What follows belongs to an exercise in optimizing a design on an open flow for small area; a production flow would make more cautious choices. At most, simulation tests tie the RTL to the original design; equivalence was not proved. Power and IR drop assume default switching activity.

==> flow/design.v (excerpt) <==
module reflet_cpu #(
    parameter wordsize = 16,
    debug_output = 1
    )(
    input clk,
    input reset,
    input enable,
    input [wordsize-1:0] data_in,
    output reg [wordsize-1:0] addr,
    output reg [wordsize-1:0] data_out,
    output write_en,
    output reg quit,  
    output debug,
    input [3:0] interrupt_request,
    output [wordsize-1:0] debug_wr
    );
Size: about 2,000 cells after synthesis, ~450 flip-flops, ~74 I/O pins, ~0.022 mm2 of cells after synthesis.
export LEC_CHECK = 0
export CAP_MARGIN = 20
export CORE_MARGIN = 2
export CORE_UTILIZATION = 55
export SETUP_SLACK_MARGIN = 0.15
export SLEW_MARGIN = 20
create_clock -name core_clock -period 8.0 [get_ports {clk}]
standard.sh (not shown) runs the stock make flow with config.mk's settings and CLKGATE_MAP_FILE= SYNTH_SCRIPT=/design/flow/synth_recipe.tcl, a recipe that flattens the netlist after the stock synthesis.
==> flow/flow/run.sh <==
#!/bin/bash
# The standard layout (standard.sh), changed in three ways:
#  - synthesis is synth_recipe.tcl unchanged except that ABC maps the logic
#    with flow/abc.script, an area-oriented script (registers are mapped
#    before ABC runs, so they are the standard synthesis's);
#  - ports are buffered with sky130_fd_sc_hd__buf_1;
#    placement removes the synthesis buffers as usual;
#  - the clock tree is built with CTS_ARGS below, without dummy loads.
# make's output goes to run.log; each ORFS step keeps its own log under
# orfs/logs/.
set -euo pipefail
cd "$(dirname "$0")/.."
W=$PWD
cat > flow_synth.tcl <<EOT
proc abc {args} {
  set i [lsearch \$args -script]
  if {\$i >= 0} { lset args [expr {\$i + 1}] $W/flow/abc.script }
  yosys abc {*}\$args
}
source $W/synth_recipe.tcl
EOT
sed "s#SYNTH_SCRIPT=[^ ]*#SYNTH_SCRIPT=$W/flow_synth.tcl#" standard.sh > flow_standard.sh
grep -q "SYNTH_SCRIPT=$W/flow_synth.tcl" flow_standard.sh
export BUFFER_PORTS_ARGS="-buffer_cell sky130_fd_sc_hd__buf_1"
export CTS_ARGS="-sink_clustering_enable -repair_clock_nets -dont_use_dummy_load -buf_list sky130_fd_sc_hd__clkbuf_8 -sink_clustering_size 18 -sink_clustering_max_diameter 55"
bash flow_standard.sh > run.log 2>&1
==> flow/flow/abc.script <==
strash
dch
amap
topo
stime -c
The starting point finished clean.
Edit:
--- a/flow/design.v
+++ b/flow/design.v
@@ -87,27 +87,27 @@
         begin
             c = 1;
             for (b=0; b<wordsize; b=b+1)
             begin
                 inc[b] = a[b] ^ c;
                 c = c & a[b];
             end
         end
     endfunction
-    function [wordsize-1:0] step(input [wordsize-1:0] a, input down);
+    function [wordsize-1:0] dec(input [wordsize-1:0] a);
         integer b;
         reg c;
         begin
             c = 1;
             for (b=0; b<wordsize; b=b+1)
             begin
-                step[b] = a[b] ^ c;
-                c = c & (a[b] ^ down);
+                dec[b] = a[b] ^ c;
+                c = c & !a[b];
             end
         end
     endfunction
     wire en = enable & !quit;
     wire [wordsize-1:0] registers [15:0];  
     wire [wordsize-1:0] wr = registers[4'h0  ];
     wire [wordsize-1:0] sr = registers[4'hD  ];
     wire [wordsize-1:0] pc = registers[4'hE  ];
     wire [wordsize-1:0] sp = registers[4'hF  ];
@@ -169,30 +169,33 @@
         ( !iok ? 2'd0 :
           ( (!in_interrupt_context & byte_mode) ? 2'd0 :
             ( i_pop || i_push || i_ret || i_call ? 2'd1 : size_normal_access )));
     wire byte_access = size_used == 2'd0;
     always @ (posedge clk)
         if (!reset)
             byte_mode <= 0;
         else if (en && (instruction == 8'hE7) && in_h)
             byte_mode <= !byte_mode;
-    wire [wordsize-1:0] sp_step = {step(sp >> 1, i_pop || i_ret), sp[0]};
+    wire [wordsize-1:0] sp_dec = {dec(sp >> 1), sp[0]};
+    wire [wordsize-1:0] sp_inc = {inc(sp >> 1), sp[0]};
     wire [wordsize-1:0] mem_addr = ( i_str || i_load ? other_register :
-                                   ( i_pop || i_ret ? sp_step :
+                                   ( i_pop || i_ret ? sp_dec :
                                    ( i_push || i_call ? sp :
                                    ( i_atom ? wr : 0 ))));
     wire [wordsize-1:0] cpu_addr = ( iok ? mem_addr : pc );
     always @ (posedge clk)
         if (en && reset)
             addr <= cpu_addr;
     reg [wordsize-1:0] data_in_cpu;
     reg atom_zero;
-    wire [wordsize-1:0] data_out_cpu = ( i_call ? pc : ( i_atom ? 1 : wr ) );
+    wire [wordsize-1:0] data_out_cpu = ( i_push || i_str ? wr :
+                                       ( i_call ? pc :
+                                       ( i_atom ? 1 : 0 )));
     wire [wordsize-1:0] data_read = ( cpu_addr[0] ? {8'h0, data_in[15:8]} :
                                     ( byte_access ? {8'h0, data_in[7:0]} : data_in ));
     wire [wordsize-1:0] data_write = ( cpu_addr[0] ? {data_out_cpu[7:0], data_in[7:0]} :
                                      ( byte_access ? {data_in[15:8], data_out_cpu[7:0]} : data_out_cpu ));
     always @ (posedge clk)
         if (en && (phase == ph_c || phase == ph_f3))
             data_in_cpu <= data_read;
         else if (en && phase == ph_f4 && inst_write)
             data_in_cpu <= data_write;
@@ -315,19 +318,19 @@
     wire write_back = en && in_h;
     wire write_reg = write_back && !new_int && !i_push && instruction != 8'hE8;
     always @ (posedge clk)
         if (!reset)
             quit <= 0;
         else if (write_back && !new_int && instruction == 8'hE8)
             quit <= 1;
     wire [wordsize-1:0] reg_in = ( !reset ? 0 : content );
     wire [wordsize-1:0] pc_in = ( !reset ? 4   : ( new_int ? routine : ( index == 4'hE   ? content : pc_inc ) ) );
-    wire [wordsize-1:0] sp_in = ( !reset ? 0   : ( index == 4'hF   ? content : sp_step ) );
+    wire [wordsize-1:0] sp_in = ( !reset ? 0   : ( index == 4'hF   ? content : ( i_pop || i_ret ? sp_dec : sp_inc ) ) );
     generate for (k=0; k<16; k=k+1) begin : regs
         reg [wordsize-1:0] q;
         wire load;
         if (k == 4'hE  )
         begin
             assign load = !reset || write_back;
             always @ (posedge clk)
                 if (load)
                     q <= pc_in;
The new run completed with no timing, DRC or antenna violations.
Synthesized cell count increases slightly.
Routed wire length stays flat.
Power stays flat.
Core utilization decreases by 0.92 points.
Worst setup slack is about the same.
Combinational power decreases slightly.
Via count decreases by a few percent.
Die area increases slightly.
Area after synthesis increases slightly.
Count of clock-buffer cells in the layout does not change.
Cell area increases slightly.
Sequential power is about the same.
Final cell count increases slightly.
No functional check of the RTL was part of the first run of this note.

========
main:
reflet_cpu, a different RTL version from the one above (not shown whole).
Size: about 560 flip-flops, about 74 I/O pins, roughly 31000 µm² of cells after synthesis.
clock: 8.0 ns
lec_check: 0
cap_margin: 20
core_margin: 2
core_utilization: 40
slew_margin: 20
run.sh (not shown) runs the stock make flow with config.mk's settings and CLKGATE_MAP_FILE= SYNTH_SCRIPT=/design/flow/synth_recipe.tcl, a recipe that flattens the netlist after the stock synthesis.
Stock flow here: none of the scripts above is used.
diff inputs: main => the feature branch
--- a/flow/design.v
+++ b/flow/design.v
@@ -353,76 +353,95 @@
                         int_masked_latched[i] <= 1;
                 end
     reg [2:0] level;  
     assign in_interrupt_context = !(level == 4);
     reg [2:0] prev_level_slow;  
     wire [2:0] target_level = ( int_masked_latched[0] ? 0 :
                                 ( int_masked_latched[1] ? 1 : 
                                   ( int_masked_latched[2] ? 2 :
                                     ( int_masked_latched[3] ? 3 : 4))));
     wire new_int = target_level < level;
-    reg [2:0] level_memory [3:0];  
+    reg [1:0] level_memory_0, level_memory_1;
+    reg level_memory_2;
     reg [wordsize-1:0] addr_memory [3:0];
-    wire [2:0] previous_level = ( level[2] ? 3'h4 : level_memory[level[1:0]] );
+    wire [2:0] level_memory_out = ( level[1:0] == 2'd0 ? {1'b0, level_memory_0} + 3'd1 :
+                                  ( level[1:0] == 2'd1 ? {1'b0, level_memory_1} + 3'd1 :
+                                  ( level[1:0] == 2'd2 ? {level_memory_2, ~level_memory_2, ~level_memory_2} : 3'h4 )));
+    wire [2:0] previous_level = ( level[2] ? 3'h4 : level_memory_out );
     wire [wordsize-1:0] previous_addr = ( level[2] ? 0 : addr_memory[level[1:0]] );
     always @ (posedge clk)
         if (!reset)
         begin
             level <= 4;
             for (i=0; i<4; i=i+1)
                 addr_memory[i] <= 0;
         end
         else if (enable)
         begin
             if (new_int & cpu_update)
             begin
                 level <= target_level;
                 addr_memory[target_level] <= (oppcode == 6'b111111 ? program_counter + 1 : program_counter);
-                level_memory[target_level] <= level;
+                case (target_level[1:0])
+                    2'd0 : level_memory_0 <= level[1:0] - 2'd1;
+                    2'd1 : level_memory_1 <= level[1:0] - 2'd1;
+                    2'd2 : level_memory_2 <= level[2];
+                    default : ;
+                endcase
             end
             else if (instruction == 8'hEB)
             begin
                 if (cpu_update)
                 begin
                     level <= previous_level;
                 end
             end
             else if (oppcode == 6'b111110)
             begin
                 addr_memory[arg] <= working_register;
             end
         end
     wire [wordsize-1:0] addr_memory_out =
         ( instruction == 8'hEB ? previous_addr :
           ( oppcode == 6'b111101 ? addr_memory[arg] :
             ( oppcode == 6'b111110 ? working_register : 0 )));
     reg [wordsize-1:0] routines [3:0];
-    reg [wordsize-1:0] getint_out;
+    reg getint_valid, getint_valid_d;
+    reg [1:0] getint_arg, getint_arg_d;
     always @ (posedge clk)
         if (!reset)
         begin
-            getint_out <= 0;
+            getint_valid <= 0;
             for (i=0; i<4; i=i+1)
                 routines[i] <= 0;
         end
         else if(enable)
         begin
             if(oppcode == 6'b111011 && cpu_update)
             begin
                 routines[arg] <= working_register;
-                getint_out <= 0;
+                getint_valid <= 0;
             end
             else if (oppcode == 6'b111100)
-                getint_out <= routines[arg];
+            begin
+                getint_valid <= 1;
+                getint_arg <= arg;
+            end
             else
-                getint_out <= 0;
+                getint_valid <= 0;
         end
+    always @ (posedge clk)
+    begin
+        getint_valid_d <= getint_valid;
+        getint_arg_d <= getint_arg;
+    end
+    wire [wordsize-1:0] getint_out = ( getint_valid_d ? routines[getint_arg_d] : 0 );
     assign out = getint_out | addr_memory_out;
     assign out_reg = ( instruction == 8'hEB ? 4'hE   : 0 );
     assign interrupt = new_int;
     assign out_routine = routines[target_level]; 
 endmodule
 module reflet_cpu #(
     parameter wordsize = 16,
     debug_output = 1
     )(
     input clk,
@@ -437,38 +456,26 @@
     input [3:0] interrupt_request,
     output [wordsize-1:0] debug_wr
     );
     integer i;  
     reg [wordsize-1:0] registers [15:0];  
     wire [3:0] index_addr;
     wire [3:0] index_alu;
     wire [3:0] index_int;
     wire [3:0] index = index_addr | index_alu | index_int;
     wire [wordsize-1:0] content_addr, content_alu, content_int;
-    reg [wordsize-1:0] content_addr_r, content_alu_r, content_int_r;
-    wire [wordsize-1:0] content = content_addr_r | content_alu_r | content_int_r;
-    always @ (posedge clk)
-        if (!reset)
-        begin
-            content_alu_r <= 0;
-            content_addr_r <= 0;
-            content_int_r <= 0;
-        end
-        else
-        begin
-            content_alu_r <= content_alu;
-            content_addr_r <= content_addr;
-            content_int_r <= content_int;
-        end
+    wire [wordsize-1:0] content = content_addr | content_alu | content_int;
     wire [7:0] instruction;
     wire [3:0] argument_id = instruction[3:0];
-    reg [7:0] instruction_alu, instruction_int, instruction_cpu;
+    reg [7:0] instruction_cpu;
+    wire [7:0] instruction_alu = instruction_cpu;
+    wire [7:0] instruction_int = instruction_cpu;
     wire [wordsize-1:0] other_register = registers[argument_id];
     wire ram_not_ready;
     wire interrupt, in_interrupt_context;
     wire [wordsize-1:0] int_routine;
     wire alignment_error;
     wire [3:0] used_int = {interrupt_request[3:1], interrupt_request[0] | (registers[4'hD  ][5] & alignment_error)};  
     reflet_alu #(.wordsize(wordsize)) alu(
         .working_register(registers[4'h0  ]),
         .other_register(other_register),
         .status_register(registers[4'hD  ]),
@@ -525,22 +532,20 @@
            registers[4'hD  ] <= 0  ;
            registers[4'hE  ] <= 4  ;
            registers[4'hF  ] <= 0  ;
            for(i=4'h1  ; i<=4'hC; i=i+1)
                registers[i] <= 0  ;
            quit = 0;
         end
         else if(enable & !quit)
         begin
             instruction_cpu <= instruction;
-            instruction_int <= instruction;
-            instruction_alu <= instruction;
             if(!ram_not_ready & !quit)
             begin
                 if(interrupt)
                 begin
                     registers[4'hE  ] <= int_routine;
                 end
                 else
                 begin
                     case(instruction_cpu)
                         8'hE8 : quit <= 1'b1;
### Flow results
Compared with main, the feature branch shows a lower fmax.
Per the comparison of the feature branch with main, inserted tap cell count lost 71, post-placement cell area lost 4.6%.
Looking at standard cell with the maximum stage delay on the critical path, the sky130_fd_sc_hd__dfxtp_4 result is from the feature branch; the sky130_fd_sc_hd__nand2_1 one comes from main.
Taking main as the reference, in the feature branch wire length shows an increase of 3200 µm; proportion of power drawn by the clock network lost 1.7 points; post-detailed-placement half-perimeter wirelength has increased; clock power went down by about 15%.
Area: the feature branch vs main -> the feature branch smaller
The run showing the smaller power is the feature branch.
Comparing the feature branch and main, the higher synthesized area was measured on main.
Layout inverter count without the clock tree (lower): the feature branch

re-timing with driven ports:
In the flow no input, the clock included, has a driving cell. The finished layouts below were timed again as built, in two steps. Step 1: set_driving_cell puts a clkbuf_16 on clk and a buf_2 on each other input, an assumption about the parent block. Step 2 adds t to the input delays and takes it off the output delays; t is the mean of the earliest and latest rising clock arrival at the registers after step 1. Input paths then give back, and output paths get back, about the clock's delay inside the block. Three values: ideal, step 1, step 2; two values: the first two.
run	t, ns	setup slack, ns	pins driven straight from the clock port
the first run of note 1	0.671	0.565 / 0.565 / 0.565	1
the second run of note 1	0.690	0.564 / 0.564 / 0.564	1
main	0.698	2.166 / 2.200 / 1.503	1
the feature branch	0.677	1.362 / 1.362 / 1.362	1
After both steps setup and hold are still met in every run listed. The setup slack of main, which loses most, moves by +0.034 ns with the drivers and by -0.663 ns with both steps.
